Background: an optimization exercise with open tools, aiming at small area and a short achievable clock period. Do not read the settings as production practice.
The RTL was checked by simulation tests, not by an equivalence proof against the original design.

==> flow/design.v, too long to show whole: its modules and the start of the top module <==
// module DP4_pipe: 208 lines
// module MUL: 330 lines
// module SUM4: 113 lines
// module ADD48: 591 lines
// module ADD52: 639 lines
// module FA: 6 lines
// module HA: 6 lines
// module LZC64: 131 lines
module DP4_pipe(
    mode, clk, reset,
    a, b, c, d, e, f, g, h,
    DP4
);
  // ...
==> flow/run.sh <==
#!/bin/bash
# synth_recipe.tcl (not shown) runs the flow's synth.tcl, then flattens the netlist and writes it again
# the make line also repeats each setting of config.mk as NAME=value (left out here)
make -C /OpenROAD-flow-scripts/flow DESIGN_CONFIG=/design/flow/config.mk WORK_HOME=/design/flow/orfs CLKGATE_MAP_FILE= SYNTH_SCRIPT=/design/flow/synth_recipe.tcl finish
==> flow/config.mk <==
export PLATFORM = sky130hd
export DESIGN_NAME = DP4_pipe
export DESIGN_NICKNAME = DP4_pipe
export VERILOG_FILES = /design/flow/design.v
export SDC_FILE = /design/flow/constraint.sdc
export NUM_CORES = 4
export LEC_CHECK = 0
export CAP_MARGIN = 20
export CORE_MARGIN = 2
export CORE_UTILIZATION = 40
export PLACE_DENSITY = 0.6
export SETUP_SLACK_MARGIN = 3.0
export SLEW_MARGIN = 20
export SYNTH_HIERARCHICAL = 1
export SYNTH_MINIMUM_KEEP_SIZE = 0
==> flow/constraint.sdc <==
create_clock -name core_clock -period 8.8 [get_ports {clk}]
set_input_delay 1.7600 -clock core_clock [delete_from_list [all_inputs] [get_ports {clk}]]
set_output_delay 1.7600 -clock core_clock [all_outputs]
set_load 0.01 [all_outputs]
==> flow_summary.ini, run 1 <==
[clock_tree]
root_buffer = clkbuf_16
cts_buffer_depth = 3

[logic_synthesis]
synthMuxAreaShare_pct = 7.69
synth-compound-area-share_pct = 17.4
synth_top_cell_by_area = fa_1
synth.ff_latch_count = 614
yosys-top-cells-count = xnor2_1 (1480), fa_1 (1212), a22oi_1 (1088)

[timing]
max_freq_mhz = 175
finalWorstSetupSlack_ns = 3.08
period_needed_ns = 5.72
final.setup.tns_ns = 0
grt_setup_unrepaired = true

[layout]
inverters_excl_clock = 326
drive_gt1_share_pct = 13.8
fillers = 23439
largestClassByArea = multi-input gates
seq_cell_count = 614
fin_area_sq_um = 115000

[setup_path]
crit_path_max_incr_delay_ns = 0.55
slowest_stage = fa_1
rr_worst_depth = 21
crit_path_end = s3[46]$_DFF_P_
r2r_start = sef2[4]$_SDFF_PP1_
startpoint = sef2[4]$_SDFF_PP1_

[place]
place_congestion = 0.961
dp_slack_ns = 2.10
port_buffers = 290

[die]
die_x_um = 503
start_util_pct = 40.1
dieArea_sq_um = 253000

[grt]
use_met2_pct = 43.3
met3_usage_pct = 5.28

[outcome]
status = complete, no violations

[drt]
wirelength_um = 373000

[hold_path]
min_to = e4[3]$_DFF_PP0_
==> inputs of run 2 (changes only) <==
--- a/flow/config.mk
+++ b/flow/config.mk
@@ -9,7 +9,7 @@
 export CORE_MARGIN = 2
 export CORE_UTILIZATION = 40
 export PLACE_DENSITY = 0.6
-export SETUP_SLACK_MARGIN = 3.0
+export SETUP_SLACK_MARGIN = 3.3
 export SLEW_MARGIN = 20
 export SYNTH_HIERARCHICAL = 1
 export SYNTH_MINIMUM_KEEP_SIZE = 0
==> run 2 against run 1 <==
Wire length up 2.8%. Non-clock buffer count up 170. Synthesized area unchanged. Via count up 1.6%. Die area unchanged. Fmax up 1.4%. Cell count up 1.3%. Critical endpoint is now pgh2[38]$_DFF_P_. Global-route usage up 1.4 points. Worst setup slack better by 0.077 ns. Register-to-register slack better by 0.08 ns.
==> flow_summary.ini, run 2 <==
[timing]
finClkSkew_ns = 0.0421
hold_violations = 0
max_freq_mhz = 177
maxSlewViolCount = 0
grt_setup_unrepaired = true
min_period_over_period_pct = 64.2
setup_viol = 0
tightestPinTransition_ns = 1.24
maxSlewHeadroom_pct = 17.1
period_needed_ns = 5.65
final.setup.tns_ns = 0

[logic_synthesis]
yosys_warnings = 7
async_flop_share_pct = 8.63
synth-edff-count = 0
synth.ff_latch_count = 614
syn_avg_cell_area_sq_um = 9.57
seq_area_frac_synth_pct = 12.6
yosysMostFrequentCell = xnor2_1
synth_top_cell_by_area = fa_1
yosys-top-cells-area = fa_1 (24%), xnor2_1 (13%), dfxtp_1 (11%)
syn-cell-area_sq_um = 99600
yosys-top-cells-count = xnor2_1 (1480), fa_1 (1212), a22oi_1 (1088)
synthCells = 10409
synthFlopType = dfxtp_1
synth_cell_type_count = 115
yosysTopAreaCellShare_pct = 24.4

[setup_path]
path_max_fanout = 7
cp_num_cells = 19
r2r_start = yh1[18]$_DFF_P_
path_cells = buf_12, buf_6, a22oi_2, xnor2_2, fa_2, fa_2, fa_2, fa_1, fa_2, ha_4, nand2_1, nand2_1, a21o_2, a221o_1, nor3_4, a21oi_4, a221o_2, a21oi_2, xnor2_1
crit_arrival_ns = 6.32
critPathCaptureType = flop
start_kind = flop
slowest_stage = fa_2
crit_buf_inv = 2
crit_type = flop to flop
critPathRequiredTime_ns = 9.48
timing.rr.end = pgh2[38]$_DFF_P_
reg2reg_slack_ns = 3.15
crit_path_max_incr_delay_ns = 0.58
cpMostUsedCell = fa_2
cp_top_family = adder cells
rr_worst_depth = 19

[grt]
grt_pass1_vias = 86778
antenna_found_initial = 16
gr-total-overflow = 0
grt_usage_pct = 28.8
grt_pass1_wl_um = 558000
grt_start_max_net_pins = 142

[drt]
met1_length_um = 156000
antenna_left = 0
drtPass1Iterations = 7
wirelength_um = 383000
dr_wl_met3_um = 37200
post-route-drc-count = 0
avgRoutedWirePerCell_um = 27.1
top_layer = met5
met2_length_um = 171000
dr_total_vias = 85869
drt_iter0_drc = 9504
viasPerCell = 6.07

[place]
place_congestion = 0.957
dp_hpwl_um = 262000
port_buffers = 290
postPlaceCellArea_sq_um = 104000

[clock_tree]
root_buffer = clkbuf_16
cts_buffers = 81
clk_pin_slew_ns = 0.07
hold_buffers = 0
clkSinkCount = 614
cts_buffer_depth = 3
cts_tree = done
clock_latency_ns = 0.76
cts_max_level = 3

[hold_path]
hp-class = flop to flop
min_to = sg2[2]$_DFF_P_
holdPathStages = 0
worstHoldStart = sg1[2]$_DFF_P_

[outcome]
status = complete, no violations

[die]
start_util_pct = 40.1
coreArea_sq_um = 248000
dieArea_sq_um = 253000
die_h_um = 503
num_rows = 183
ios = 291
die_x_um = 503

[layout]
layout_common_cells = xnor2_1 (1402), fa_1 (1070), a22oi_1 (953)
area.growth.synth_to_final_pct = 20.2
largest_register_ffs = 52
regMostFlops = s3
drive_gt1_share_pct = 19.3
final_common_cell = xnor2_1
fin_util_pct = 48.3
fin_nets = 12776
fin_area_sq_um = 120000
fillers = 22751

[flow_run]
max_cap_viol_count = 0
run 2: per-module statistics from Yosys, one instance, submodules excluded:
module,flip-flops and latches,cells
HA,0,1
ADD48,0,239
ADD52,0,292
FA,0,1
SUM4,0,52
DP4_pipe,614,4776
MUL,0,732
LZC64,0,117
run 2: metal layers:
metal  up-vias  track usage, %
met1     42811            38.6
met2      5001            45.3
met4        14            12.1
met5         -               0
li1      36962               -
met3      1081            5.74
run 2: logic make-up after synthesis:
kind of cell,share of synthesized area [%]
muxes,7.69
and+or+nand+nor,8.31
buffers and inverters,6.60
DFF,12.6
xor gates and xnor gates,16.1
AOI/OAI and AO/OA,17.4
other,0.0377
adders and majority gates,31.3
run 2: layout make-up:
type	count	area [sq um]	area share, %
Antenna cell	8	20.0	0.0167
Tap cell	3330	4170	3.48
Inverter	326	1250	1.05
Multi-Input combinational cell	8665	85100	71.1
Sequential cell	614	13300	11.1
Clock buffer	96	2190	1.82
Timing Repair Buffer	1060	13100	10.9
Timing Repair inverter	1	7.51	0.00627
Clock inverter	53	632	0.527
run 2: how the worst max path moves through the flow:
stage / from / endpoint / slack (ns)
2_1_floorplan: sef2[4]$_SDFF_PP1_ / s3[47]$_DFF_P_ / 3.30
3_3_place_gp: s3[51]$_DFF_P_ / h4[19]$_DFF_PP0_ / 1.68
3_5_place_dp: s3[51]$_DFF_P_ / h4[19]$_DFF_PP0_ / 1.77
4_1_cts: xc1[18]$_DFF_P_ / pcd2[38]$_DFF_P_ / 3.19
5_1_grt: xc1[17]$_DFF_P_ / pcd2[47]$_DFF_P_ / 3.00
6_report: yh1[18]$_DFF_P_ / pgh2[38]$_DFF_P_ / 3.15
run 2: repair_timing:
action / 4_1_cts / 5_1_grt
buffers inserted: 258 / 137
endpoints found under the setup margin: 218 / 168
gates resized for setup: 1070 / 654
gates cloned: 52 / 27
pin swaps: 198 / 318
run 2: worst reg2reg max path: stages (launching register included):
cell and delay [ns]:
dfxtp_4 0.37, buf_12 0.15, buf_6 0.17, a22oi_2 0.24
xnor2_2 0.14, fa_2 0.48, fa_2 0.36, fa_2 0.54
fa_1 0.45, fa_2 0.58, ha_4 0.21, nand2_1 0.06
nand2_1 0.05, a21o_2 0.21, a221o_1 0.39, nor3_4 0.38
a21oi_4 0.12, a221o_2 0.37, a21oi_2 0.14, xnor2_1 0.13
run 2: per-stage QoR:
| step | worst slack, ns | hold WS [ns] | instances |
|---|---|---|---|
| 6_report | 3.15 | 0.327 | 14153 |
| 5_1_grt | 3.00 | 0.332 | 14146 |
| 2_1_floorplan | 3.30 | 0.310 | 10504 |
| 3_5_place_dp | 1.77 | 0.316 | 13522 |
| 3_3_place_gp | 1.68 | 0.316 | 13521 |
| 4_1_cts | 3.19 | 0.328 | 13981 |
==> inputs of run 3 (changes only) <==
==> flow/config.mk (replaced) <==
export PLATFORM = sky130hd
export DESIGN_NAME = DP4_pipe
export DESIGN_NICKNAME = DP4_pipe
export VERILOG_FILES = /design/flow/design.v
export SDC_FILE = /design/flow/constraint.sdc
export NUM_CORES = 4
export LEC_CHECK = 0
export CAP_MARGIN = 0
export CORE_MARGIN = 2
export CORE_UTILIZATION = 40
export PLACE_DENSITY = 0.6
export SETUP_SLACK_MARGIN = 3.0
export SLEW_MARGIN = 0
export SYNTH_HIERARCHICAL = 1
export SYNTH_MINIMUM_KEEP_SIZE = 0
==> run 3 against run 2 <==
Global-route usage fell by 1.4 points. Critical path depth did not move. Flip-flop and latch count did not move.
==> flow_summary.ini, run 3 <==
[place]
port_buffers = 290
dp_hpwl_um = 261000
dp.cells = 13519
place_congestion = 0.961

[layout]
fin_cells = 13961
multiInputGateArea_sq_um = 82700
final_common_cell = xnor2_1
drive_gt1_share_pct = 13.3
area.growth.synth_to_final_pct = 14.2
layout_common_cells = xnor2_1 (1448), fa_1 (1186), a22oi_1 (1057)
seqCellArea_sq_um = 13100
fillers = 23526
fin_nets = 12583
regMostFlops = s3
largest_register_ffs = 52

[clock_tree]
clock_latency_ns = 0.77
cts_tree = done
cts_buffers = 82
clkSinkCount = 614
cts_buffer_depth = 3
root_buffer = clkbuf_16
hold_buffers = 0
clk_pin_slew_ns = 0.06
cts_max_level = 3

[die]
coreArea_sq_um = 248000
die_x_um = 503
dieArea_sq_um = 253000
ios = 291
start_util_pct = 40.1
die_h_um = 503
num_rows = 183

[logic_synthesis]
yosys-top-cells-count = xnor2_1 (1480), fa_1 (1212), a22oi_1 (1088)
synth.ff_latch_count = 614
synthFlopType = dfxtp_1
yosys_warnings = 7
yosysTopAreaCellShare_pct = 24.4
synthCells = 10409
synth-edff-count = 0
syn-cell-area_sq_um = 99600
yosys-top-cells-area = fa_1 (24%), xnor2_1 (13%), dfxtp_1 (11%)
syn_avg_cell_area_sq_um = 9.57
synth_cell_type_count = 115
yosysMostFrequentCell = xnor2_1
synth_top_cell_by_area = fa_1
async_flop_share_pct = 8.63
seq_area_frac_synth_pct = 12.6

[drt]
drt_iter0_drc = 9208
dr_total_vias = 83996
antenna_left = 0
post-route-drc-count = 0
wirelength_um = 369000
drtPass1Iterations = 8
viasPerCell = 6.02
avgRoutedWirePerCell_um = 26.5

[setup_path]
path_max_fanout = 12
rr_worst_depth = 19
timing.rr.end = pab2[38]$_DFF_P_
reg2reg_slack_ns = 3.04
critPathRequiredTime_ns = 9.48
crit_arrival_ns = 6.44
crit_type = flop to flop
startpoint = yb1[19]$_DFF_P_
crit_path_end = pab2[38]$_DFF_P_
critPathCaptureType = flop
r2r_start = yb1[19]$_DFF_P_
start_kind = flop

[timing]
maxSlewHeadroom_pct = 21.2
maxSlewViolCount = 0
hold_slack_ns = 0.324
grt_setup_unrepaired = true
period_needed_ns = 5.76
tightestPinTransition_ns = 1.18
min_period_over_period_pct = 65.4
final.setup.tns_ns = 0
finClkSkew_ns = 0.0521
hold_violations = 0
max_freq_mhz = 174
setup_viol = 0

[grt]
grt_usage_pct = 27.5
grt_start_max_net_pins = 127
grt_pass1_vias = 84790
grt_pass1_wl_um = 535000
antenna_found_initial = 10
gr-total-overflow = 0

[outcome]
status = complete, no violations

[hold_path]
hp-class = flop to flop

[flow_run]
max_cap_viol_count = 0
run 3: kinds of logic after synthesis:
kind of cell | share of synthesized area [%]
muxes | 7.69
DFF | 12.6
buffers and inverters | 6.60
adders and majority gates | 31.3
xor gates and xnor gates | 16.1
and+or+nand+nor | 8.31
other | 0.0377
AOI/OAI and AO/OA | 17.4
run 3: through the flow:
step / util, % / area [sq um] / worst slack [ns]
6_report: 45.9 / 114000 / 3.04
5_1_grt: 45.9 / 114000 / 2.90
4_1_cts: 43.7 / 109000 / 2.92
3_5_place_dp: 41.9 / 104000 / 2.12
3_3_place_gp: 41.9 / 104000 / 2.16
2_1_floorplan: - / 100000 / 3.00
run 3: repair_timing:
action                     CTS  global route
setup buffers               54           193
setup endpoints to repair  177           146
resized for setup          410           654
pin swaps                   12           124
cloned                       0            36
run 3: metal layers:
metal	vias to the layer above	GRT usage, %	part of all wire (%)
met3	912	5.07	9.2
li1	36468	-	-
met2	4819	43.5	45
met1	41795	37.1	42
met4	2	10.7	4.1
met5	-	0	0.0035
run 3: worst min-delay path by stage:
stage,from,end,cells past startpoint
after floorplan,e2[0]$_DFF_P_,e3[0]$_DFF_P_,0
after global placement,sg1[2]$_DFF_P_,sg2[2]$_DFF_P_,0
after detailed placement,sg1[2]$_DFF_P_,sg2[2]$_DFF_P_,0
after CTS,sg1[2]$_DFF_P_,sg2[2]$_DFF_P_,0
after global routing,sg1[1]$_DFF_P_,sg2[1]$_DFF_P_,0
final,e3[7]$_DFF_P_,e4[7]$_DFF_PP0_,0
run 3: modules after synthesis (local to each module, per instance):
module | flip-flops and latches | times used | cell area (sq um) | cells inside
ADD52 | 0 | 1 | 2260 | 292
HA | 0 | 128 | 12.5 | 1
LZC64 | 0 | 1 | 698 | 117
MUL | 0 | 4 | 5680 | 732
DP4_pipe | 614 | 1 | 41300 | 4776
ADD48 | 0 | 4 | 1870 | 239
FA | 0 | 1160 | 20.0 | 1
SUM4 | 0 | 1 | 390 | 52
run 3: final cells by class:
type / count / area share [%]
diodes: 6 / 0.0132
clock buffers: 99 / 1.93
clock inverters: 54 / 0.499
inverters: 326 / 1.09
multi-input cells: 8667 / 72.7
flip-flops and latches: 614 / 11.5
well taps: 3330 / 3.66
repair buffers: 865 / 8.64
run 3: critical path, cell delays in order (launching register included):
cell,delay [ns]
dfxtp_4,0.37
buf_12,0.16
a22oi_1,0.26
xnor2_1,0.20
fa_1,0.50
fa_2,0.38
fa_1,0.49
fa_1,0.51
fa_1,0.58
ha_4,0.23
a21o_1,0.18
a21o_1,0.17
a21o_1,0.20
a221o_1,0.37
nor3_4,0.19
buf_6,0.15
a21oi_4,0.07
a221o_2,0.37
a21oi_2,0.17
xnor2_1,0.13
==> inputs of run 4 (changes only) <==
--- a/flow/config.mk
+++ b/flow/config.mk
@@ -9,7 +9,7 @@
 export CORE_MARGIN = 2
 export CORE_UTILIZATION = 40
 export PLACE_DENSITY = 0.6
-export SETUP_SLACK_MARGIN = 3.0
+export SETUP_SLACK_MARGIN = 2.8
 export SLEW_MARGIN = 0
 export SYNTH_HIERARCHICAL = 1
 export SYNTH_MINIMUM_KEEP_SIZE = 0
==> run 4 against run 3 <==
Fmax fell by 2.6%. Cell count fell by 1.4%. Wire length is 3.2% lower.
==> flow_summary.ini, run 4 <==
[place]
place_congestion = 0.953
postPlaceCellArea_sq_um = 104000
dp_hpwl_um = 260000
port_buffers = 290

[die]
start_util_pct = 40.1
die_h_um = 503
die_x_um = 503
dieArea_sq_um = 253000
coreArea_sq_um = 248000
ios = 291
num_rows = 183

[drt]
drt_iter0_drc = 8514
avgRoutedWirePerCell_um = 26.0
viasPerCell = 5.99
top_layer = met4
drtPass1Iterations = 7
antenna_left = 0
wirelength_um = 358000
met1_length_um = 148000
post-route-drc-count = 0
met2_length_um = 162000
dr_wl_met3_um = 32700
dr_total_vias = 82479

[setup_path]
start_kind = flop
reg2reg_slack_ns = 2.89
path_max_fanout = 15
critPathCaptureType = flop
crit_arrival_ns = 6.56
rr_worst_depth = 17
critPathRequiredTime_ns = 9.45
crit_type = flop to flop

[timing]
max_freq_mhz = 169
maxSlewViolCount = 0
tightestPinTransition_ns = 1.18
period_needed_ns = 5.91
final.setup.tns_ns = 0
maxSlewHeadroom_pct = 21.0
hold_violations = 0
finClkSkew_ns = 0.0433
setup_viol = 0
min_period_over_period_pct = 67.2
grt_setup_unrepaired = true

[logic_synthesis]
yosys-top-cells-count = xnor2_1 (1480), fa_1 (1212), a22oi_1 (1088)
yosys-top-cells-area = fa_1 (24%), xnor2_1 (13%), dfxtp_1 (11%)
seq_area_frac_synth_pct = 12.6
synth.ff_latch_count = 614
synth-edff-count = 0
yosys_warnings = 7
synthCells = 10409
syn_avg_cell_area_sq_um = 9.57
async_flop_share_pct = 8.63
synth_cell_type_count = 115
synth_top_cell_by_area = fa_1
syn-cell-area_sq_um = 99600
synthFlopType = dfxtp_1
yosysMostFrequentCell = xnor2_1
yosysTopAreaCellShare_pct = 24.4

[layout]
area.growth.synth_to_final_pct = 10.2
final_common_cell = xnor2_1
fin_nets = 12388
regMostFlops = s3
multiInputGateArea_sq_um = 81600
largest_register_ffs = 52
drive_gt1_share_pct = 9.73
layout_common_cells = xnor2_1 (1464), fa_1 (1212), a22oi_1 (1088)
seqCellArea_sq_um = 13000
fillers = 23918
fin_area_sq_um = 110000

[outcome]
status = complete, no violations

[clock_tree]
cts_buffers = 83
cts_tree = done
clkSinkCount = 614
clock_latency_ns = 0.76
cts_buffer_depth = 3
cts_max_level = 3
clk_pin_slew_ns = 0.06
root_buffer = clkbuf_16

[grt]
gr-total-overflow = 0
antenna_found_initial = 6
grt_pass1_vias = 84807
grt_pass1_wl_um = 533000
grt_start_max_net_pins = 142
grt_usage_pct = 27.3

[hold_path]
holdPathStages = 0
hp-class = flop to flop

[flow_run]
max_cap_viol_count = 0
-- run 4: cell counts after synthesis --
Identical to the previous run, type by type.
-- run 4: logic make-up after synthesis --
kind of cell | Yosys count | share of synthesized area, %
other | 10 | 0.0377
and+or+nand+nor | 1708 | 8.31
AOI/OAI and AO/OA | 2547 | 17.4
buffers and inverters | 1225 | 6.60
xor gates and xnor gates | 1824 | 16.1
muxes | 713 | 7.69
adders and majority gates | 1768 | 31.3
DFF | 614 | 12.6
-- run 4: final timing paths --
| path | startpoint | to |
|---|---|---|
| worst max-delay path | xc1[8]$_SDFF_PN0_ | pcd2[38]$_DFF_P_ |
| min in group asynchronous | reset | h4[14]$_DFF_PP0_ |
| max in group asynchronous | reset | e4[5]$_DFF_PP0_ |
| worst max register to register | xc1[8]$_SDFF_PN0_ | pcd2[38]$_DFF_P_ |
| worst min-delay path | sg1[3]$_DFF_P_ | sg2[3]$_DFF_P_ |
| worst min register to register | sg1[3]$_DFF_P_ | sg2[3]$_DFF_P_ |
-- run 4: through the flow --
| stage | hold slack, ns | setup WS, ns | instances | util [%] |
|---|---|---|---|---|
| floorplan | 0.310 | 2.83 | 10504 | - |
| global placement | 0.312 | 1.98 | 13516 | 41.9 |
| detailed placement | 0.314 | 2.09 | 13516 | 41.9 |
| CTS | 0.326 | 2.75 | 13675 | 43.3 |
| global route | 0.332 | 2.74 | 13760 | 44.3 |
| finish | 0.328 | 2.89 | 13760 | 44.3 |
-- run 4: cell type report --
cell class                 instances  share of cell area, %
multi-input combinational       8667                   74.3
sequential                       614                   11.8
timing repair buffer             668                   6.30
tap                             3330                   3.79
clock buffer                     101                   2.08
inverter                         326                   1.14
clock inverter                    51                  0.575
timing repair inverter             1                0.00684
antenna                            2                0.00456
-- run 4: worst max-delay path: stages (launching register included) --
cell and delay, ns:
dfxtp_4 0.53, buf_4 0.31, a22oi_1 0.15, xnor2_1 0.17, fa_1 0.57, fa_1 0.46
fa_1 0.41, fa_1 0.55, fa_1 0.42, ha_1 0.33, and3_1 0.19, a21boi_0 0.13
a221o_1 0.36, nor3_4 0.32, a21oi_2 0.14, a221o_2 0.42, a21oi_2 0.18, xnor2_1 0.15
-- run 4: per-module statistics from Yosys, one instance, submodules excluded, a selection --
module	cells inside	area, sq um	flip-flops and latches
HA	1	12.5	0
MUL	732	5680	0
LZC64	117	698	0
SUM4	52	390	0
ADD48	239	1870	0
FA	1	20.0	0
DP4_pipe	4776	41300	614
-- run 4: routing by layer --
layer	vias up	GRT usage [%]
met2	4501	43.4
met5	-	0
li1	36097	-
met1	40967	36.6
met4	0	11.1
met3	914	5.17
-- run 4: repair_timing --
action / CTS / global route
hold endpoints to repair: 0 / 0
resized for setup: 215 / 366
pin swaps: 2 / 18
hold buffers: 0 / 0
gates cloned: 1 / 13
buffers inserted: 6 / 70
endpoints found under the setup margin: 152 / 117
==> inputs of run 5 (changes only) <==
--- a/flow/config.mk
+++ b/flow/config.mk
@@ -9,7 +9,7 @@
 export CORE_MARGIN = 2
 export CORE_UTILIZATION = 40
 export PLACE_DENSITY = 0.6
-export SETUP_SLACK_MARGIN = 2.8
+export SETUP_SLACK_MARGIN = 2.4
 export SLEW_MARGIN = 0
 export SYNTH_HIERARCHICAL = 1
 export SYNTH_MINIMUM_KEEP_SIZE = 0
==> run 5 against run 4 <==
Still clean. Flip-flop and latch count unchanged. Register-to-register slack worse by 0.41 ns. Sequential share of layout area up 0.056 points. Via count down 1.6%. Fmax down 6.5%. Clock skew down 0.015 ns.
==> flow_summary.ini, run 5 <==
[outcome]
status = complete, no violations

[grt]
grt_usage_pct = 27.1
use_met2_pct = 42.5
grt_pass1_vias = 83955
grt_start_max_net_pins = 95
antenna_found_initial = 7
top_usage_layer = met2
met3_usage_pct = 4.51
grt_pass1_wl_um = 529000
gr-total-overflow = 0
use_met1_pct = 37.2

[logic_synthesis]
syn-cell-area_sq_um = 99600
synth_cell_type_count = 115
async_flop_share_pct = 8.63
synthFlopType = dfxtp_1
yosys-top-cells-count = xnor2_1 (1480), fa_1 (1212), a22oi_1 (1088)
synthCells = 10409
synth-edff-count = 0
yosysMostFrequentCell = xnor2_1
synth_top_cell_by_area = fa_1
seq_area_frac_synth_pct = 12.6
synth.ff_latch_count = 614
yosys-top-cells-area = fa_1 (24%), xnor2_1 (13%), dfxtp_1 (11%)
yosysTopAreaCellShare_pct = 24.4
syn_avg_cell_area_sq_um = 9.57
yosys_warnings = 7

[timing]
setup_viol = 0
hold_violations = 0
grt_setup_unrepaired = true
max_freq_mhz = 158
tightestPinTransition_ns = 1.15
maxSlewHeadroom_pct = 22.8
min_period_over_period_pct = 71.9
maxSlewViolCount = 0
finClkSkew_ns = 0.0287
hold_slack_ns = 0.324
final.setup.tns_ns = 0
period_needed_ns = 6.32

[layout]
regMostFlops = s3
final_common_cell = xnor2_1
fillers = 24182
drive_gt1_share_pct = 8.15
area.growth.synth_to_final_pct = 7.75
fin_util_pct = 43.3
layout_common_cells = xnor2_1 (1475), fa_1 (1212), a22oi_1 (1088)
fin_nets = 12317
largest_register_ffs = 52

[setup_path]
r2r_start = yf1[25]$_DFF_P_
cpMostUsedCell = fa_1
crit_buf_inv = 1
slowest_stage = dfxtp_1
rr_worst_depth = 16
crit_type = flop to flop
crit_arrival_ns = 6.95
critPathRequiredTime_ns = 9.43
critPathCaptureType = flop
crit_path_max_incr_delay_ns = 0.89
start_kind = flop
reg2reg_slack_ns = 2.48
path_max_fanout = 18
cp_top_family = adder cells
path_cells = buf_4, xnor2_1, fa_1, fa_1, fa_1, fa_1, ha_1, a21oi_1, nand2_1, a221oi_1, nand2_1, a21o_1, a211oi_1, o31ai_1, a21oi_1, xnor2_1
timing.rr.end = pef2[31]$_DFF_P_

[clock_tree]
cts_buffers = 82
cts_buffer_depth = 3
hold_buffers = 0
clock_latency_ns = 0.73
clkSinkCount = 614
clk_pin_slew_ns = 0.06
cts_tree = done
root_buffer = clkbuf_16
cts_max_level = 3

[drt]
post-route-drc-count = 0
antenna_left = 0
viasPerCell = 5.93
wirelength_um = 350000
drt_iter0_drc = 7660
drtPass1Iterations = 6
avgRoutedWirePerCell_um = 25.6
dr_total_vias = 81181

[die]
num_rows = 183
coreArea_sq_um = 248000
dieArea_sq_um = 253000
start_util_pct = 40.1
die_h_um = 503
die_x_um = 503
ios = 291

[place]
port_buffers = 290
dp_hpwl_um = 261000
place_congestion = 0.953

[hold_path]
hp-class = flop to flop
holdPathStages = 0
worstHoldStart = sg1[3]$_DFF_P_
min_to = sg2[3]$_DFF_P_

[flow_run]
max_cap_viol_count = 0
==> run 5: cell types whose count changed in the layout (fill, tap and decap cells not counted), moves of 21 or more <==
cell and change:
dfxtp_2 +64, buf_12 -30, buf_4 +83, buf_8 -21
dfxtp_4 -83, buf_6 -86
==> run 5: metal layers <==
| layer | part of all wire [%] | wire length [um] | vias up |
|---|---|---|---|
| met3 | 8.1 | 28400 | 780 |
| met5 | 0.0037 | 13 | - |
| met1 | 43 | 151000 | 40402 |
| met4 | 4.0 | 14100 | 2 |
| met2 | 45 | 157000 | 4071 |
| li1 | - | - | 35926 |
==> run 5: logic make-up (layout without fill, tap and decap cells) <==
family / Yosys count / count (layout) / share of synthesized area [%]
adder cells (fa/ha/maj): 1768 / 1768 / 31.3
AND/OR/NAND/NOR: 1708 / 1708 / 8.31
XOR/XNOR: 1824 / 1824 / 16.1
other: 10 / 107 / 0.0377
multiplexers: 713 / 713 / 7.69
flip-flops: 614 / 614 / 12.6
AO/OA/AOI/OAI: 2547 / 2547 / 17.4
buffers and inverters: 1225 / 1078 / 6.60
==> run 5: worst reg2reg max path, cell delays in order, from the launching register on <==
cell and delay, ns:
dfxtp_1 0.89, buf_4 0.48, xnor2_1 0.21, fa_1 0.48, fa_1 0.44, fa_1 0.54, fa_1 0.44, ha_1 0.37
a21oi_1 0.17, nand2_1 0.07, a221oi_1 0.55, nand2_1 0.33, a21o_1 0.30, a211oi_1 0.35, o31ai_1 0.18, a21oi_1 0.23
xnor2_1 0.19
==> run 5: what timing repair did <==
action,in CTS,in global routing
hold endpoints to repair,0,0
setup endpoints to repair,70,124
resized for setup,44,121
pin swaps,0,2
gates cloned,0,2
setup buffers,2,10
==> run 5: area by class of cell <==
class                   instances  area (sq um)  area share, %
multi-input cells            8665         81000           75.5
flip-flops and latches        614         12800           11.9
repair buffers                599          5310           4.94
well taps                    3330          4170           3.88
clock buffers                 107          2330           2.17
inverters                     326          1240           1.15
clock inverters                44           531          0.494
repair inverters                2          10.0        0.00932
diodes                          2          5.00        0.00466
==> run 5: worst max-delay path by stage <==
stage,startpoint,end,slack [ns],cells past startpoint
floorplan,s3[51]$_DFF_P_,h4[18]$_DFF_PP0_,2.76,26
global placement,s3[51]$_DFF_P_,h4[28]$_DFF_PP0_,1.98,18
detailed placement,sef2[4]$_SDFF_PP1_,s3[29]$_DFF_P_,1.99,21
CTS,xc1[5]$_SDFF_PN0_,pcd2[38]$_DFF_P_,2.40,17
global route,yh1[13]$_DFF_P_,pgh2[47]$_DFF_P_,2.35,17
finish,yf1[25]$_DFF_P_,pef2[31]$_DFF_P_,2.48,16
==> run 5: metrics by stage <==
stage / cells / setup WS, ns / cell area, sq um
5_1_grt: 13688 / 2.35 / 107000
2_1_floorplan: 10504 / 2.76 / 100000
4_1_cts: 13675 / 2.40 / 107000
3_3_place_gp: 13522 / 1.98 / 104000
6_report: 13689 / 2.48 / 107000
3_5_place_dp: 13522 / 1.99 / 104000
==> run 5: per-module statistics from Yosys, one instance, submodules excluded, excerpt <==
module	cells inside	flip-flops and latches	copies in the design	cell area, sq um
ADD48	239	0	4	1870
MUL	732	0	4	5680
ADD52	292	0	1	2260
DP4_pipe	4776	614	1	41300
SUM4	52	0	1	390
FA	1	0	1160	20.0
==> inputs of run 6 (changes only) <==
--- a/flow/config.mk
+++ b/flow/config.mk
@@ -9,7 +9,7 @@
 export CORE_MARGIN = 2
 export CORE_UTILIZATION = 40
 export PLACE_DENSITY = 0.6
-export SETUP_SLACK_MARGIN = 2.4
+export SETUP_SLACK_MARGIN = 2.6
 export SLEW_MARGIN = 0
 export SYNTH_HIERARCHICAL = 1
 export SYNTH_MINIMUM_KEEP_SIZE = 0
==> run 6 against run 5 <==
Still clean. Cell count is essentially flat. Count of clock-buffer cells in the layout is the same. Flip-flop and latch count is the same. First-iteration DRC count grew 2.7%. Synthesized cell count is the same. Wire length grew 0.19%. Worst hold slack gained 0.0022 ns. Cell area grew 0.50%. Fmax grew 4.4%. Non-clock buffer count grew 11.
==> flow_summary.ini, run 6 <==
[logic_synthesis]
synth_top_family_by_area = adder cells
synth-compound-area-share_pct = 17.4
synth-edff-count = 0
synth_fa_ha_area_share_pct = 31.3
synth.ff_latch_count = 614
synthFlopType = dfxtp_1
synthMuxAreaShare_pct = 7.69
yosysMostFrequentCell = xnor2_1
synthCells = 10409
async_flop_share_pct = 8.63
syn-cell-area_sq_um = 99600
synthSimpleGateAreaFrac_pct = 8.31
synth_top_cell_by_area = fa_1
yosysTopAreaCellShare_pct = 24.4
yosys_warnings = 7
synth_cell_type_count = 115
yosys-top-cells-count = xnor2_1 (1480), fa_1 (1212), a22oi_1 (1088)
yosys.area_share.xor_xnor_pct = 16.1
seq_area_frac_synth_pct = 12.6
yosys-top-cells-area = fa_1 (24%), xnor2_1 (13%), dfxtp_1 (11%)
syn_avg_cell_area_sq_um = 9.57

[drt]
avgRoutedWirePerCell_um = 25.6
post-route-drc-count = 0
drt_iter0_drc = 7868
dr_total_vias = 81376
antenna_left = 0
viasPerCell = 5.94
drtPass1Iterations = 9
wirelength_um = 351000

[grt]
grt_usage_pct = 27.1
antenna_found_initial = 7
grt_pass1_vias = 83993
gr-total-overflow = 0
grt_pass1_wl_um = 529000
use_met2_pct = 42.5
use_met1_pct = 37.2
top_usage_layer = met2
grt_start_max_net_pins = 95
met3_usage_pct = 4.51

[setup_path]
critPathCaptureType = flop
path_max_fanout = 18
crit_arrival_ns = 6.68
r2r_start = yf1[25]$_DFF_P_
crit_type = flop to flop
startpoint = yf1[25]$_DFF_P_
critPathRequiredTime_ns = 9.43
start_kind = flop

[layout]
largest_register_ffs = 52
drive_gt1_share_pct = 8.54
regMostFlops = s3
area.growth.synth_to_final_pct = 8.29
fin_nets = 12328
layout_common_cells = xnor2_1 (1473), fa_1 (1212), a22oi_1 (1088)
final_common_cell = xnor2_1

[timing]
min_period_over_period_pct = 68.8
final.setup.tns_ns = 0
hold_violations = 0
setup_viol = 0
maxSlewHeadroom_pct = 22.0
period_needed_ns = 6.06
finalWorstSetupSlack_ns = 2.74
grt_setup_unrepaired = true
max_freq_mhz = 165
maxSlewViolCount = 0
tightestPinTransition_ns = 1.16
finClkSkew_ns = 0.0326

[clock_tree]
cts_tree = done
clkSinkCount = 614
clock_latency_ns = 0.74
hold_buffers = 0
root_buffer = clkbuf_16
clk_pin_slew_ns = 0.06
cts_buffers = 82
cts_max_level = 3
cts_buffer_depth = 3

[place]
dp_slack_ns = 1.99
place_congestion = 0.953
dp_hpwl_um = 261000
port_buffers = 290

[die]
coreArea_sq_um = 248000
num_rows = 183
die_x_um = 503
start_util_pct = 40.1
die_h_um = 503
dieArea_sq_um = 253000
ios = 291

[hold_path]
hp-class = flop to flop
worstHoldStart = sg1[3]$_DFF_P_

[flow_run]
max_cap_viol_count = 0

[outcome]
status = complete, no violations
[run 6: worst paths after layout]
| check | slack (ns) | cells after the start | endpoint |
|---|---|---|---|
| max | 2.74 | 16 | pef2[31]$_DFF_P_ |
| min | 0.33 | 0 | sg2[3]$_DFF_P_ |
| max reg2reg | 2.74 | 16 | pef2[31]$_DFF_P_ |
| min reg2reg | 0.33 | 0 | sg2[3]$_DFF_P_ |
| max in group asynchronous | 6.78 | 3 | sgn4$_DFF_PP0_ |
| min in group asynchronous | 1.54 | 3 | h4[2]$_DFF_PP0_ |
[run 6: final cells by class]
type                       count  area (sq um)
inverter                     326          1240
clock buffer                 107          2330
timing repair buffer         610          5570
antenna                        4          10.0
tap                         3330          4170
fill                       24152        140000
timing repair inverter         2          12.5
multi-input combinational   8665         81100
sequential                   614         12900
clock inverter                44           531
[run 6: through the flow]
| step | std cells | cell area, sq um | util, % | hold slack (ns) |
|---|---|---|---|---|
| floorplan | 10504 | 100000 | - | 0.310 |
| detailed placement | 13522 | 104000 | 41.9 | 0.313 |
| CTS | 13678 | 107000 | 43.2 | 0.324 |
| finish | 13702 | 108000 | 43.5 | 0.326 |
| global placement | 13522 | 104000 | 41.9 | 0.312 |
| global route | 13699 | 108000 | 43.5 | 0.330 |
[run 6: modules after synthesis (local to each module, per instance)]
module	flops+latches	cell area (sq um)	cells
LZC64	0	698	117
HA	0	12.5	1
SUM4	0	390	52
DP4_pipe	614	41300	4776
FA	0	20.0	1
ADD48	0	1870	239
ADD52	0	2260	292
MUL	0	5680	732
[run 6: kinds of logic (layout without fill, tap and decap cells)]
family	after synthesis	in the layout
adder cells (fa/ha/maj)	1768	1768
other	10	109
buffers and inverters	1225	1089
flip-flops	614	614
multiplexers	713	713
AO/OA/AOI/OAI	2547	2547
XOR/XNOR	1824	1824
AND/OR/NAND/NOR	1708	1708
[run 6: critical path, stage by stage, from the launching register on]
cell and delay (ns):
dfxtp_2 0.62, buf_4 0.42, xnor2_1 0.20, fa_1 0.48, fa_1 0.44, fa_1 0.54, fa_1 0.44, ha_1 0.37
a21oi_1 0.17, nand2_1 0.07, a221oi_1 0.60, nand2_1 0.34, a21o_1 0.31, a211oi_1 0.34, o31ai_1 0.18, a21oi_1 0.23
xnor2_1 0.19
[run 6: metal layers]
metal  part of all wire [%]  vias up
met3                    8.0      799
met5                 0.0037        -
li1                       -    35962
met2                     45     4029
met4                    3.9        2
met1                     43    40584
[run 6: what timing repair did]
| item | CTS | global route |
|---|---|---|
| endpoints found under the setup margin | 125 | 122 |
| gates cloned | 1 | 1 |
| resized for setup | 128 | 169 |
| endpoints found under the hold margin | 0 | 0 |
| pin swaps | 1 | 3 |
| setup buffers | 4 | 19 |
==> inputs of run 7 (changes only) <==
--- a/flow/config.mk
+++ b/flow/config.mk
@@ -7,9 +7,9 @@
 export LEC_CHECK = 0
 export CAP_MARGIN = 0
 export CORE_MARGIN = 2
-export CORE_UTILIZATION = 40
-export PLACE_DENSITY = 0.6
-export SETUP_SLACK_MARGIN = 2.6
+export CORE_UTILIZATION = 48
+export PLACE_DENSITY = 0.65
+export SETUP_SLACK_MARGIN = 3.0
 export SLEW_MARGIN = 0
 export SYNTH_HIERARCHICAL = 1
 export SYNTH_MINIMUM_KEEP_SIZE = 0
==> run 7 against run 6 <==
Critical path depth is 2 higher. Highest routed layer unchanged. Non-clock buffer count grew 215. Cell count fell by 3.1%. Cell area grew 4.0%. Sequential share of layout area decreased by 0.26 points. Global-route usage is 4.5 points higher. Register-to-register slack better by 0.25 ns. Flip-flop and latch count did not move. Wire length rose by 1.1%. Critical path type unchanged. Worst setup slack improved by 0.25 ns.
==> flow_summary.ini, run 7 <==
[layout]
fin_cells = 13278
largest_register_ffs = 52
drive_gt1_share_pct = 12.7
fin_nets = 12539
area.growth.synth_to_final_pct = 12.7
final_common_cell = xnor2_1
n_antenna_cell = 0
layout_common_cells = xnor2_1 (1444), fa_1 (1190), a22oi_1 (1054)
regMostFlops = s3
fillers = 18274

[hold_path]
worstHoldStart = m2$_DFF_P_
holdPathStages = 0
hp-class = flop to flop
min_to = m3$_DFF_P_

[timing]
maxSlewViolCount = 0
setup_viol = 0
hold_violations = 0
max_freq_mhz = 172
finClkSkew_ns = 0.0371
maxSlewHeadroom_pct = 19.0
period_needed_ns = 5.81
final.setup.tns_ns = 0
grt_setup_unrepaired = true
tightestPinTransition_ns = 1.20
min_period_over_period_pct = 66.0

[place]
dp.cells = 12874
dp_hpwl_um = 249000
place_congestion = 0.991
port_buffers = 290

[logic_synthesis]
synthCells = 10409
yosys_warnings = 7
synthFlopType = dfxtp_1
async_flop_share_pct = 8.63
yosysTopAreaCellShare_pct = 24.4
yosysMostFrequentCell = xnor2_1
synth.ff_latch_count = 614
synth-edff-count = 0
syn-cell-area_sq_um = 99600
yosys-top-cells-count = xnor2_1 (1480), fa_1 (1212), a22oi_1 (1088)
synth_top_cell_by_area = fa_1
yosys-top-cells-area = fa_1 (24%), xnor2_1 (13%), dfxtp_1 (11%)
seq_area_frac_synth_pct = 12.6
synth_cell_type_count = 115
syn_avg_cell_area_sq_um = 9.57

[die]
ios = 291
coreArea_sq_um = 207000
start_util_pct = 48.2
die_x_um = 460
num_rows = 167
dieArea_sq_um = 211000
die_h_um = 460

[setup_path]
crit_type = flop to flop
critPathCaptureType = flop
path_cells = buf_12, a22oi_1, xnor2_1, fa_1, fa_1, fa_1, fa_1, fa_1, ha_4, a21o_1, a21o_1, a21o_1, a221o_1, nor3_4, a21oi_4, a221o_2, a21oi_2, xnor2_1
crit_path_max_incr_delay_ns = 0.57
slowest_stage = fa_1
reg2reg_slack_ns = 2.99
path_max_fanout = 13
crit_arrival_ns = 6.46
rr_worst_depth = 18
critPathRequiredTime_ns = 9.45
timing.rr.end = pcd2[38]$_DFF_P_
cpMostUsedCell = fa_1
r2r_start = xc1[22]$_DFF_P_
start_kind = flop

[grt]
grt_start_max_net_pins = 124
grt_pass1_vias = 84594
antenna_found_initial = 12
grt_usage_pct = 31.6
grt_pass1_wl_um = 519000
gr-total-overflow = 0

[drt]
viasPerCell = 6.37
dr_total_vias = 84572
antenna_left = 0
post-route-drc-count = 0
avgRoutedWirePerCell_um = 26.7
drtPass1Iterations = 8
wirelength_um = 355000
drt_iter0_drc = 10050

[clock_tree]
cts_max_level = 3
clk_pin_slew_ns = 0.06
root_buffer = clkbuf_16
clkSinkCount = 614
clock_latency_ns = 0.73
cts_tree = done
cts_buffers = 77
cts_buffer_depth = 3
hold_buffers = 0

[flow_run]
max_cap_viol_count = 0

[outcome]
status = complete, no violations
==> run 7: cell counts after synthesis <==
No cell type changed its count.
==> run 7: worst max path at each step <==
stage	cells past startpoint	start	slack [ns]	to
global route	18	xc1[22]$_DFF_P_	2.88	pcd2[38]$_DFF_P_
CTS	16	sef2[1]$_SDFF_PP1_	2.95	s3[29]$_DFF_P_
finish	18	xc1[22]$_DFF_P_	2.99	pcd2[38]$_DFF_P_
floorplan	22	scd2[3]$_SDFF_PP1_	3.00	s3[46]$_DFF_P_
global placement	20	scd2[5]$_SDFF_PP1_	2.24	s3[29]$_DFF_P_
detailed placement	20	scd2[5]$_SDFF_PP1_	2.07	s3[29]$_DFF_P_
==> run 7: critical path: cells and delay by family (launching register included) <==
family | cells | cell delay, ns
and+or+nand+nor | 1 | 0.37
xor gates and xnor gates | 2 | 0.35
DFF | 1 | 0.38
buffers and inverters | 1 | 0.17
adders and majority gates | 6 | 2.65
AOI/OAI and AO/OA | 8 | 1.81
==> run 7: repair_timing <==
item	CTS	global route
resized for setup	392	618
buffers inserted	40	183
setup endpoints to repair	162	129
gates cloned	1	39
pin swaps	10	125
==> run 7: layout make-up <==
cell class	count	area, sq um	share of cell area (%)
timing repair inverter	1	7.51	0.00669
clock inverter	48	493	0.439
clock buffer	93	2080	1.85
tap	2704	3380	3.01
inverter	326	1240	1.10
sequential	614	13100	11.7
multi-input combinational	8667	82500	73.5
timing repair buffer	825	9440	8.40
==> run 7: routing by layer <==
metal | up-vias | global-route usage, % | share of wire [%] | wire [um]
li1 | 36392 | - | - | -
met1 | 41651 | 42.3 | 40 | 142000
met2 | 5282 | 49.6 | 44 | 157000
met3 | 1235 | 6.36 | 10 | 36900
met4 | 12 | 13.8 | 5.2 | 18300
met5 | - | 0.184 | 0.025 | 89
==> run 7: through the flow <==
step | setup slack, ns | hold WS, ns | util, % | area [sq um]
after floorplan | 3.00 | 0.310 | - | 100000
after global placement | 2.24 | 0.312 | 49.9 | 103000
after detailed placement | 2.07 | 0.312 | 49.9 | 103000
after CTS | 2.95 | 0.325 | 51.9 | 107000
after global routing | 2.88 | 0.330 | 54.3 | 112000
final | 2.99 | 0.326 | 54.3 | 112000
==> run 7: modules after synthesis, one instance, submodules excluded <==
module | flip-flops and latches | cells | cell area [sq um] | copies in the design
FA | 0 | 1 | 20.0 | 1160
LZC64 | 0 | 117 | 698 | 1
ADD52 | 0 | 292 | 2260 | 1
ADD48 | 0 | 239 | 1870 | 4
MUL | 0 | 732 | 5680 | 4
DP4_pipe | 614 | 4776 | 41300 | 1
SUM4 | 0 | 52 | 390 | 1
HA | 0 | 1 | 12.5 | 128
==> run 7: cell families after synthesis <==
kind of cell    count (synthesis)  share of synthesized area [%]
other cells                    10                         0.0377
mux                           713                           7.69
buf+inv                      1225                           6.60
flops                         614                           12.6
xor+xnor                     1824                           16.1
simple gates                 1708                           8.31
fa+ha+maj                    1768                           31.3
compound gates               2547                           17.4

-- afterwards: timing with drivers on the ports --
The flow's constraints put no driver on any port. The routed layouts listed below were extracted and timed again, unchanged, in two steps.
Step 1 (the two cells are an assumption about what drives the block):
set clk [get_ports {clk}]
set_driving_cell -lib_cell sky130_fd_sc_hd__clkbuf_16 $clk
set_driving_cell -lib_cell sky130_fd_sc_hd__buf_2 [delete_from_list [all_inputs] $clk]
Step 2, shift: input delay + t, output delay - t, t = (earliest + latest rising clock arrival at the registers) / 2. This alone moves slack from input paths to output paths.
Slacks: no drivers / after step 1 / after step 2; pairs: no drivers / after step 1.
run | shift t [ns] | setup WS [ns] | worst hold slack (ns) | worst slew at a driven data input, ns
run 1 | 0.827 | 3.077 / 3.077 / 3.077 | 0.327 / 0.327 / 0.327 | 0.07
run 2 | 0.849 | 3.154 / 3.154 / 3.154 | 0.327 / 0.327 / 0.327 | 0.07
run 3 | 0.833 | 3.044 / 3.044 / 3.044 | 0.324 / 0.324 / 0.324 | 0.07
run 4 | 0.840 | 2.890 / 2.841 / 2.890 | 0.328 / 0.328 / 0.328 | 0.08
run 5 | 0.827 | 2.477 / 2.477 / 2.477 | 0.324 / 0.324 / 0.324 | 0.06
run 6 | 0.827 | 2.742 / 2.742 / 2.742 | 0.326 / 0.326 / 0.326 | 0.06
run 7 | 0.803 | 2.990 / 2.990 / 2.990 | 0.326 / 0.326 / 0.326 | 0.08
After both steps every run listed still meets setup and hold.
